Source: an optimization exercise on an open RTL-to-GDS flow (aim: small area). Production flows keep margins and buffers that such runs may drop. Only simulation tests tie the RTL to the original design; equivalence was not proved. Power figures rest on the tool's default switching activity, not on a simulated workload.

==> job 1218 <==
Design MIPS, start of the top module:
module MIPS(
    input [15:0] data_in,
    input clk,
    input interrupt,
    input reset,
    output reg [15:0] data_out,
    output [15:0] pm_addr,
    input [31:0] pm_rdata,
    output reg dm_en,
    output reg dm_we,
    output [15:0] dm_addr,
    output reg [15:0] dm_wdata,
    input [15:0] dm_rdata
    );
export LEC_CHECK = 0
export CAP_MARGIN = 10
export CORE_MARGIN = 2
export CORE_UTILIZATION = 40
export CTS_CLUSTER_DIAMETER = 80
export CTS_CLUSTER_SIZE = 20
export PLACE_DENSITY = 0.6
export SLEW_MARGIN = 10
export SYNTH_HIERARCHICAL = 1
export SYNTH_MINIMUM_KEEP_SIZE = 0
create_clock -name core_clock -period 12.0 [get_ports {clk}]
run.sh (not shown) runs the stock make flow with config.mk's settings and CLKGATE_MAP_FILE= SYNTH_SCRIPT=/design/flow/synth_recipe.tcl, a recipe that flattens the netlist after the stock synthesis.
==> job 5573 (differences from job 1218) <==
--- a/flow/design.v
+++ b/flow/design.v
@@ -92,11 +92,11 @@
     ldff_2 <= reset & loweror & ~lower_dff;
     mem_mux_sel_dm <= reset & ldff_2;
     dm_en <= reset & loweror;
 end
 reg [15:0] RegBank [0:31];
-reg [15:0] AR, BR;
+reg [15:0] AR;
 reg [15:0] ans_ex, Ex_out, ans_wb;
 wire [15:0] ans_dm;
 wire mm_n = ~mem_mux_sel_dm;
 generate for (k = 0; k < 16; k = k + 1) begin : dmx
     cell_a22o u(.a1(dm_rdata[k]), .a2(mem_mux_sel_dm), .b1(Ex_out[k]), .b2(mm_n), .y(ans_dm[k]));
@@ -108,11 +108,11 @@
         cell_a22o u(.a1(ans_dm[k]), .a2(we), .b1(RegBank[g][k]), .b2(~we), .y(dn[k]));
     end
     always @(posedge clk) RegBank[g] <= dn;
 end endgenerate
 wire [31:0] sa = 32'b1 << ins[20:16];
-wire [31:0] sb = 32'b1 << ins[15:11];
+wire [31:0] sb = 32'b1 << ins_prv[15:11];
 wire [15:0] rda, rdb;
 generate for (k = 0; k < 16; k = k + 1) begin : rd
     wire [31:0] col;
     for (g = 0; g < 32; g = g + 1) begin : c
         assign col[g] = RegBank[g][k];
@@ -120,40 +120,36 @@
     rd32 ua(.d(col), .s(sa), .y(rda[k]));
     rd32 ub(.d(col), .s(sb), .y(rdb[k]));
 end endgenerate
 always @(posedge clk) begin
     AR <= rda;
-    BR <= rdb;
 end
-wire n1, n2, n3, n4, n5, n6;     
+wire n1, n2, n3, n4, n5;     
 cmp5 q1(.a(r1), .b(r3), .ne(n1));
 cmp5 q2(.a(r1), .b(r4), .ne(n2));
 cmp5 q3(.a(r1), .b(r5), .ne(n3));
 cmp5 q4(.a(r6), .b(r3), .ne(n4));
 cmp5 q5(.a(r6), .b(r4), .ne(n5));
-cmp5 q6(.a(r6), .b(r5), .ne(n6));
-wire c1 = ~n1, c2 = ~n2, c3 = ~n3, c4 = ~n4, c5 = ~n5, c6 = ~n6;
+wire c1 = ~n1, c2 = ~n2, c3 = ~n3, c4 = ~n4, c5 = ~n5;
 wire mm = mem_mux_sel_dm;
 wire sA_ex = c1;
 wire sA_dr = ~c1 & c2 & mm;
 wire sA_eo = ~c1 & c2 & ~mm;
 wire sA_wb = ~c1 & ~c2 & c3;
 wire sA_ar = ~c1 & ~c2 & ~c3;
 wire sB_im = imm_sel;
 wire sB_ex = ~imm_sel & c4;
 wire sB_dr = ~imm_sel & ~c4 & c5 & mm;
 wire sB_eo = ~imm_sel & ~c4 & c5 & ~mm;
-wire sB_wb = ~imm_sel & ~c4 & ~c5 & c6;
-wire sB_br = ~imm_sel & ~c4 & ~c5 & ~c6;
+wire sB_br = ~imm_sel & ~c4 & ~c5;
 wire [15:0] A, B;
 generate for (k = 0; k < 16; k = k + 1) begin : fw
-    wire na0, nb0, nb1;
+    wire na0, nb0;
     cell_aoi222 ua0(.a1(ans_ex[k]), .a2(sA_ex), .b1(dm_rdata[k]), .b2(sA_dr), .c1(Ex_out[k]), .c2(sA_eo), .y(na0));
     assign A[k] = ~(na0 & ~(ans_wb[k] & sA_wb) & ~(AR[k] & sA_ar));
     cell_aoi222 ub0(.a1(ans_ex[k]), .a2(sB_ex), .b1(dm_rdata[k]), .b2(sB_dr), .c1(Ex_out[k]), .c2(sB_eo), .y(nb0));
-    cell_aoi222 ub1(.a1(ans_wb[k]), .a2(sB_wb), .b1(BR[k]), .b2(sB_br), .c1(imm[k]), .c2(sB_im), .y(nb1));
-    assign B[k] = ~(nb0 & nb1);
+    assign B[k] = ~(nb0 & ~(rdb[k] & sB_br) & ~(imm[k] & sB_im));
 end endgenerate
 reg [1:0] flag_prv;
 wire alu_grp = (op_dec[5:4] == 2'b00);
 wire sub = (op_dec[2:0] == 3'b001);
 wire [15:0] Bx = B ^ {16{sub}};
==> flow/flow/run.sh (new file) <==
#!/bin/bash
# Standard layout, with the smallest buffer (buf_1) on every input and output port.
set -euo pipefail
export BUFFER_PORTS_ARGS="-buffer_cell sky130_fd_sc_hd__buf_1"
bash standard.sh > standard.log 2>&1
==> flow/standard.sh (new file) <==
#!/bin/bash
# synth_recipe.tcl (not shown) runs the flow's synth.tcl, then flattens the netlist and writes it again
# the make line also repeats each setting of config.mk as NAME=value (left out here)
make -C /OpenROAD-flow-scripts/flow DESIGN_CONFIG=/design/flow/config.mk WORK_HOME=/design/flow/orfs CLKGATE_MAP_FILE= SYNTH_SCRIPT=/design/flow/synth_recipe.tcl "${@:-finish}"
--- a/flow/config.mk
+++ b/flow/config.mk
@@ -7,10 +7,10 @@
 export LEC_CHECK = 0
 export CAP_MARGIN = 10
 export CORE_MARGIN = 2
 export CORE_UTILIZATION = 40
 export CTS_CLUSTER_DIAMETER = 80
-export CTS_CLUSTER_SIZE = 20
+export CTS_CLUSTER_SIZE = 25
 export PLACE_DENSITY = 0.6
 export SLEW_MARGIN = 10
 export SYNTH_HIERARCHICAL = 1
 export SYNTH_MINIMUM_KEEP_SIZE = 0
removed: flow/run.sh
==> job 5195 (differences from job 1218) <==
--- a/flow/design.v
+++ b/flow/design.v
@@ -92,11 +92,11 @@
     ldff_2 <= reset & loweror & ~lower_dff;
     mem_mux_sel_dm <= reset & ldff_2;
     dm_en <= reset & loweror;
 end
 reg [15:0] RegBank [0:31];
-reg [15:0] AR, BR;
+reg [15:0] AR;
 reg [15:0] ans_ex, Ex_out, ans_wb;
 wire [15:0] ans_dm;
 wire mm_n = ~mem_mux_sel_dm;
 generate for (k = 0; k < 16; k = k + 1) begin : dmx
     cell_a22o u(.a1(dm_rdata[k]), .a2(mem_mux_sel_dm), .b1(Ex_out[k]), .b2(mm_n), .y(ans_dm[k]));
@@ -108,11 +108,11 @@
         cell_a22o u(.a1(ans_dm[k]), .a2(we), .b1(RegBank[g][k]), .b2(~we), .y(dn[k]));
     end
     always @(posedge clk) RegBank[g] <= dn;
 end endgenerate
 wire [31:0] sa = 32'b1 << ins[20:16];
-wire [31:0] sb = 32'b1 << ins[15:11];
+wire [31:0] sb = 32'b1 << ins_prv[15:11];
 wire [15:0] rda, rdb;
 generate for (k = 0; k < 16; k = k + 1) begin : rd
     wire [31:0] col;
     for (g = 0; g < 32; g = g + 1) begin : c
         assign col[g] = RegBank[g][k];
@@ -120,40 +120,36 @@
     rd32 ua(.d(col), .s(sa), .y(rda[k]));
     rd32 ub(.d(col), .s(sb), .y(rdb[k]));
 end endgenerate
 always @(posedge clk) begin
     AR <= rda;
-    BR <= rdb;
 end
-wire n1, n2, n3, n4, n5, n6;     
+wire n1, n2, n3, n4, n5;     
 cmp5 q1(.a(r1), .b(r3), .ne(n1));
 cmp5 q2(.a(r1), .b(r4), .ne(n2));
 cmp5 q3(.a(r1), .b(r5), .ne(n3));
 cmp5 q4(.a(r6), .b(r3), .ne(n4));
 cmp5 q5(.a(r6), .b(r4), .ne(n5));
-cmp5 q6(.a(r6), .b(r5), .ne(n6));
-wire c1 = ~n1, c2 = ~n2, c3 = ~n3, c4 = ~n4, c5 = ~n5, c6 = ~n6;
+wire c1 = ~n1, c2 = ~n2, c3 = ~n3, c4 = ~n4, c5 = ~n5;
 wire mm = mem_mux_sel_dm;
 wire sA_ex = c1;
 wire sA_dr = ~c1 & c2 & mm;
 wire sA_eo = ~c1 & c2 & ~mm;
 wire sA_wb = ~c1 & ~c2 & c3;
 wire sA_ar = ~c1 & ~c2 & ~c3;
 wire sB_im = imm_sel;
 wire sB_ex = ~imm_sel & c4;
 wire sB_dr = ~imm_sel & ~c4 & c5 & mm;
 wire sB_eo = ~imm_sel & ~c4 & c5 & ~mm;
-wire sB_wb = ~imm_sel & ~c4 & ~c5 & c6;
-wire sB_br = ~imm_sel & ~c4 & ~c5 & ~c6;
+wire sB_br = ~imm_sel & ~c4 & ~c5;
 wire [15:0] A, B;
 generate for (k = 0; k < 16; k = k + 1) begin : fw
-    wire na0, nb0, nb1;
+    wire na0, nb0;
     cell_aoi222 ua0(.a1(ans_ex[k]), .a2(sA_ex), .b1(dm_rdata[k]), .b2(sA_dr), .c1(Ex_out[k]), .c2(sA_eo), .y(na0));
     assign A[k] = ~(na0 & ~(ans_wb[k] & sA_wb) & ~(AR[k] & sA_ar));
     cell_aoi222 ub0(.a1(ans_ex[k]), .a2(sB_ex), .b1(dm_rdata[k]), .b2(sB_dr), .c1(Ex_out[k]), .c2(sB_eo), .y(nb0));
-    cell_aoi222 ub1(.a1(ans_wb[k]), .a2(sB_wb), .b1(BR[k]), .b2(sB_br), .c1(imm[k]), .c2(sB_im), .y(nb1));
-    assign B[k] = ~(nb0 & nb1);
+    assign B[k] = ~(nb0 & ~(rdb[k] & sB_br) & ~(imm[k] & sB_im));
 end endgenerate
 reg [1:0] flag_prv;
 wire alu_grp = (op_dec[5:4] == 2'b00);
 wire sub = (op_dec[2:0] == 3'b001);
 wire [15:0] Bx = B ^ {16{sub}};
==> flow/flow/run.sh (new file) <==
#!/bin/bash
# Standard layout, with the smallest buffer (buf_1) on every input and output port.
set -euo pipefail
export BUFFER_PORTS_ARGS="-buffer_cell sky130_fd_sc_hd__buf_1"
bash standard.sh > standard.log 2>&1
==> flow/standard.sh (new file) <==
#!/bin/bash
# synth_recipe.tcl (not shown) runs the flow's synth.tcl, then flattens the netlist and writes it again
# the make line also repeats each setting of config.mk as NAME=value (left out here)
make -C /OpenROAD-flow-scripts/flow DESIGN_CONFIG=/design/flow/config.mk WORK_HOME=/design/flow/orfs CLKGATE_MAP_FILE= SYNTH_SCRIPT=/design/flow/synth_recipe.tcl "${@:-finish}"
==> flow/config.mk (replaced) <==
export PLATFORM = sky130hd
export DESIGN_NAME = MIPS
export DESIGN_NICKNAME = MIPS
export VERILOG_FILES = /design/flow/design.v
export SDC_FILE = /design/flow/constraint.sdc
export NUM_CORES = 4
export LEC_CHECK = 0
export CAP_MARGIN = 10
export CORE_MARGIN = 2
export CORE_UTILIZATION = 62
export CTS_CLUSTER_DIAMETER = 80
export CTS_CLUSTER_SIZE = 25
export PLACE_DENSITY = 0.75
export SLEW_MARGIN = 10
export SYNTH_HIERARCHICAL = 1
export SYNTH_MINIMUM_KEEP_SIZE = 0
removed: flow/run.sh
==> job 9104 (differences from job 1218) <==
--- a/flow/design.v
+++ b/flow/design.v
@@ -92,11 +92,11 @@
     ldff_2 <= reset & loweror & ~lower_dff;
     mem_mux_sel_dm <= reset & ldff_2;
     dm_en <= reset & loweror;
 end
 reg [15:0] RegBank [0:31];
-reg [15:0] AR, BR;
+reg [15:0] AR;
 reg [15:0] ans_ex, Ex_out, ans_wb;
 wire [15:0] ans_dm;
 wire mm_n = ~mem_mux_sel_dm;
 generate for (k = 0; k < 16; k = k + 1) begin : dmx
     cell_a22o u(.a1(dm_rdata[k]), .a2(mem_mux_sel_dm), .b1(Ex_out[k]), .b2(mm_n), .y(ans_dm[k]));
@@ -108,11 +108,11 @@
         cell_a22o u(.a1(ans_dm[k]), .a2(we), .b1(RegBank[g][k]), .b2(~we), .y(dn[k]));
     end
     always @(posedge clk) RegBank[g] <= dn;
 end endgenerate
 wire [31:0] sa = 32'b1 << ins[20:16];
-wire [31:0] sb = 32'b1 << ins[15:11];
+wire [31:0] sb = 32'b1 << ins_prv[15:11];
 wire [15:0] rda, rdb;
 generate for (k = 0; k < 16; k = k + 1) begin : rd
     wire [31:0] col;
     for (g = 0; g < 32; g = g + 1) begin : c
         assign col[g] = RegBank[g][k];
@@ -120,40 +120,36 @@
     rd32 ua(.d(col), .s(sa), .y(rda[k]));
     rd32 ub(.d(col), .s(sb), .y(rdb[k]));
 end endgenerate
 always @(posedge clk) begin
     AR <= rda;
-    BR <= rdb;
 end
-wire n1, n2, n3, n4, n5, n6;     
+wire n1, n2, n3, n4, n5;     
 cmp5 q1(.a(r1), .b(r3), .ne(n1));
 cmp5 q2(.a(r1), .b(r4), .ne(n2));
 cmp5 q3(.a(r1), .b(r5), .ne(n3));
 cmp5 q4(.a(r6), .b(r3), .ne(n4));
 cmp5 q5(.a(r6), .b(r4), .ne(n5));
-cmp5 q6(.a(r6), .b(r5), .ne(n6));
-wire c1 = ~n1, c2 = ~n2, c3 = ~n3, c4 = ~n4, c5 = ~n5, c6 = ~n6;
+wire c1 = ~n1, c2 = ~n2, c3 = ~n3, c4 = ~n4, c5 = ~n5;
 wire mm = mem_mux_sel_dm;
 wire sA_ex = c1;
 wire sA_dr = ~c1 & c2 & mm;
 wire sA_eo = ~c1 & c2 & ~mm;
 wire sA_wb = ~c1 & ~c2 & c3;
 wire sA_ar = ~c1 & ~c2 & ~c3;
 wire sB_im = imm_sel;
 wire sB_ex = ~imm_sel & c4;
 wire sB_dr = ~imm_sel & ~c4 & c5 & mm;
 wire sB_eo = ~imm_sel & ~c4 & c5 & ~mm;
-wire sB_wb = ~imm_sel & ~c4 & ~c5 & c6;
-wire sB_br = ~imm_sel & ~c4 & ~c5 & ~c6;
+wire sB_br = ~imm_sel & ~c4 & ~c5;
 wire [15:0] A, B;
 generate for (k = 0; k < 16; k = k + 1) begin : fw
-    wire na0, nb0, nb1;
+    wire na0, nb0;
     cell_aoi222 ua0(.a1(ans_ex[k]), .a2(sA_ex), .b1(dm_rdata[k]), .b2(sA_dr), .c1(Ex_out[k]), .c2(sA_eo), .y(na0));
     assign A[k] = ~(na0 & ~(ans_wb[k] & sA_wb) & ~(AR[k] & sA_ar));
     cell_aoi222 ub0(.a1(ans_ex[k]), .a2(sB_ex), .b1(dm_rdata[k]), .b2(sB_dr), .c1(Ex_out[k]), .c2(sB_eo), .y(nb0));
-    cell_aoi222 ub1(.a1(ans_wb[k]), .a2(sB_wb), .b1(BR[k]), .b2(sB_br), .c1(imm[k]), .c2(sB_im), .y(nb1));
-    assign B[k] = ~(nb0 & nb1);
+    assign B[k] = ~(nb0 & ~(rdb[k] & sB_br) & ~(imm[k] & sB_im));
 end endgenerate
 reg [1:0] flag_prv;
 wire alu_grp = (op_dec[5:4] == 2'b00);
 wire sub = (op_dec[2:0] == 3'b001);
 wire [15:0] Bx = B ^ {16{sub}};
==> flow/flow/run.sh (new file) <==
#!/bin/bash
# Standard layout, with the smallest buffer (buf_1) on every input and output port.
set -euo pipefail
export BUFFER_PORTS_ARGS="-buffer_cell sky130_fd_sc_hd__buf_1"
bash standard.sh > standard.log 2>&1
==> flow/standard.sh (new file) <==
#!/bin/bash
# synth_recipe.tcl (not shown) runs the flow's synth.tcl, then flattens the netlist and writes it again
# the make line also repeats each setting of config.mk as NAME=value (left out here)
make -C /OpenROAD-flow-scripts/flow DESIGN_CONFIG=/design/flow/config.mk WORK_HOME=/design/flow/orfs CLKGATE_MAP_FILE= SYNTH_SCRIPT=/design/flow/synth_recipe.tcl "${@:-finish}"
==> flow/config.mk (replaced) <==
export PLATFORM = sky130hd
export DESIGN_NAME = MIPS
export DESIGN_NICKNAME = MIPS
export VERILOG_FILES = /design/flow/design.v
export SDC_FILE = /design/flow/constraint.sdc
export NUM_CORES = 4
export LEC_CHECK = 0
export CAP_MARGIN = 20
export CORE_MARGIN = 2
export CORE_UTILIZATION = 40
export CTS_CLUSTER_DIAMETER = 80
export CTS_CLUSTER_SIZE = 20
export GPL_TIMING_DRIVEN = 0
export PLACE_DENSITY = 0.6
export SLEW_MARGIN = 20
export SYNTH_HIERARCHICAL = 1
export SYNTH_MINIMUM_KEEP_SIZE = 0
removed: flow/run.sh
==> summary of the runs <==
Cell count: job 5573 is lower than job 1218 (0.45%). In job 5195 the power is smaller than in job 1218, by about 6.5%. Combinational power: job 1218 > job 9104 > job 5573 > job 5195. Clock-buffer cell count: job 1218 is higher than job 5195 (8). Between job 1218 and job 5195, the lower sequential power is in job 5195 (gap about 3%, measured against job 5195). In job 5195 the sequential share of layout area is higher than in job 9104, by 1.3 points. Worst hold slack, highest first: job 9104, job 5573, job 5195, job 1218. The lowest setup slack belongs to job 9104, the highest to job 1218.
==> figures <==
	job 9104	job 1218	job 5573	job 5195
WHS	0.462 ns	0.439 ns	0.453 ns	0.451 ns
Total die area	74200 µm²	75000 µm²	74200 µm²	48200 µm²
Outcome	no timing/DRC/antenna violations	no timing/DRC/antenna violations	no timing/DRC/antenna violations	no timing/DRC/antenna violations
Multi-input gates	1810	1782	1810	1810
Final HPWL DP	82.3 mm	83.5 mm	82.7 mm	75.3 mm
Worst-path cell with the longest stage delay	sky130_fd_sc_hd__clkbuf_1	sky130_fd_sc_hd__nor3b_2	sky130_fd_sc_hd__dfxtp_1	sky130_fd_sc_hd__nand2b_1
Crit path launch	ins_prv[11]	dm_rdata[3]	ins_prv[14]	ins_prv[11]
Number of clock buffers inserted by TritonCTS	44	44	39	36
Data arrival at the endpoint of the critical path	11.90 ns	7.86 ns	8.20 ns	11.26 ns
P_comb	0.000541 W	0.000582 W	0.000518 W	0.000506 W
Non-clock buffers, area share	0.0343	0.0615	0.0358	0.0311
Highest metal used	met5	met5	met4	met5
Maximum clock rate	87.5 MHz	97.5 MHz	94.3 MHz	92.5 MHz
Worst hold endpoint	jc_q	jumpD0	jumpD1	mem_mux_sel_dm
Final critical-path share of the clock period	0.952	0.855	0.884	0.901
Number of fill cells	6598	6544	6656	3536
Seq_cells	700	716	700	700
Global-route wire length before repair	177 mm	181 mm	175 mm	164 mm

## static timing again, ports no longer ideal
How much do the figures lean on ideal ports? The routed layouts below were timed once more, with nothing changed but the port constraints.
Step 1, drivers: a clkbuf_16 drives clk and a buf_2 each remaining input, both assumed.
Step 2 times the ports against the registers' clock, not the clock port: input delays grow and output delays shrink by t, the midpoint of the rising clock arrivals with the driver on.
Three values: ideal ports, drivers, drivers and shift; two values: the first two.
run | t (ns) | setup slack, ns | worst setup path after step 2 | latest minus earliest clock arrival (ns) | cell pins on the clock port's net
job 1218 | 0.683 | 1.743 / 1.711 / 1.336 | input to register | 0.038 / 0.038 | 1
job 5573 | 0.679 | 1.396 / 1.331 / 1.668 | input to register | 0.037 / 0.036 | 1
job 5195 | 0.655 | 1.194 / 1.194 / 1.194 | register to register | 0.036 / 0.037 | 1
job 9104 | 0.671 | 0.578 / 0.578 / 0.578 | register to register | 0.031 / 0.032 | 1
After both steps every run listed still meets setup and hold. The setup slack of job 1218, which loses most, moves by -0.032 ns with the drivers and by -0.407 ns with both steps.
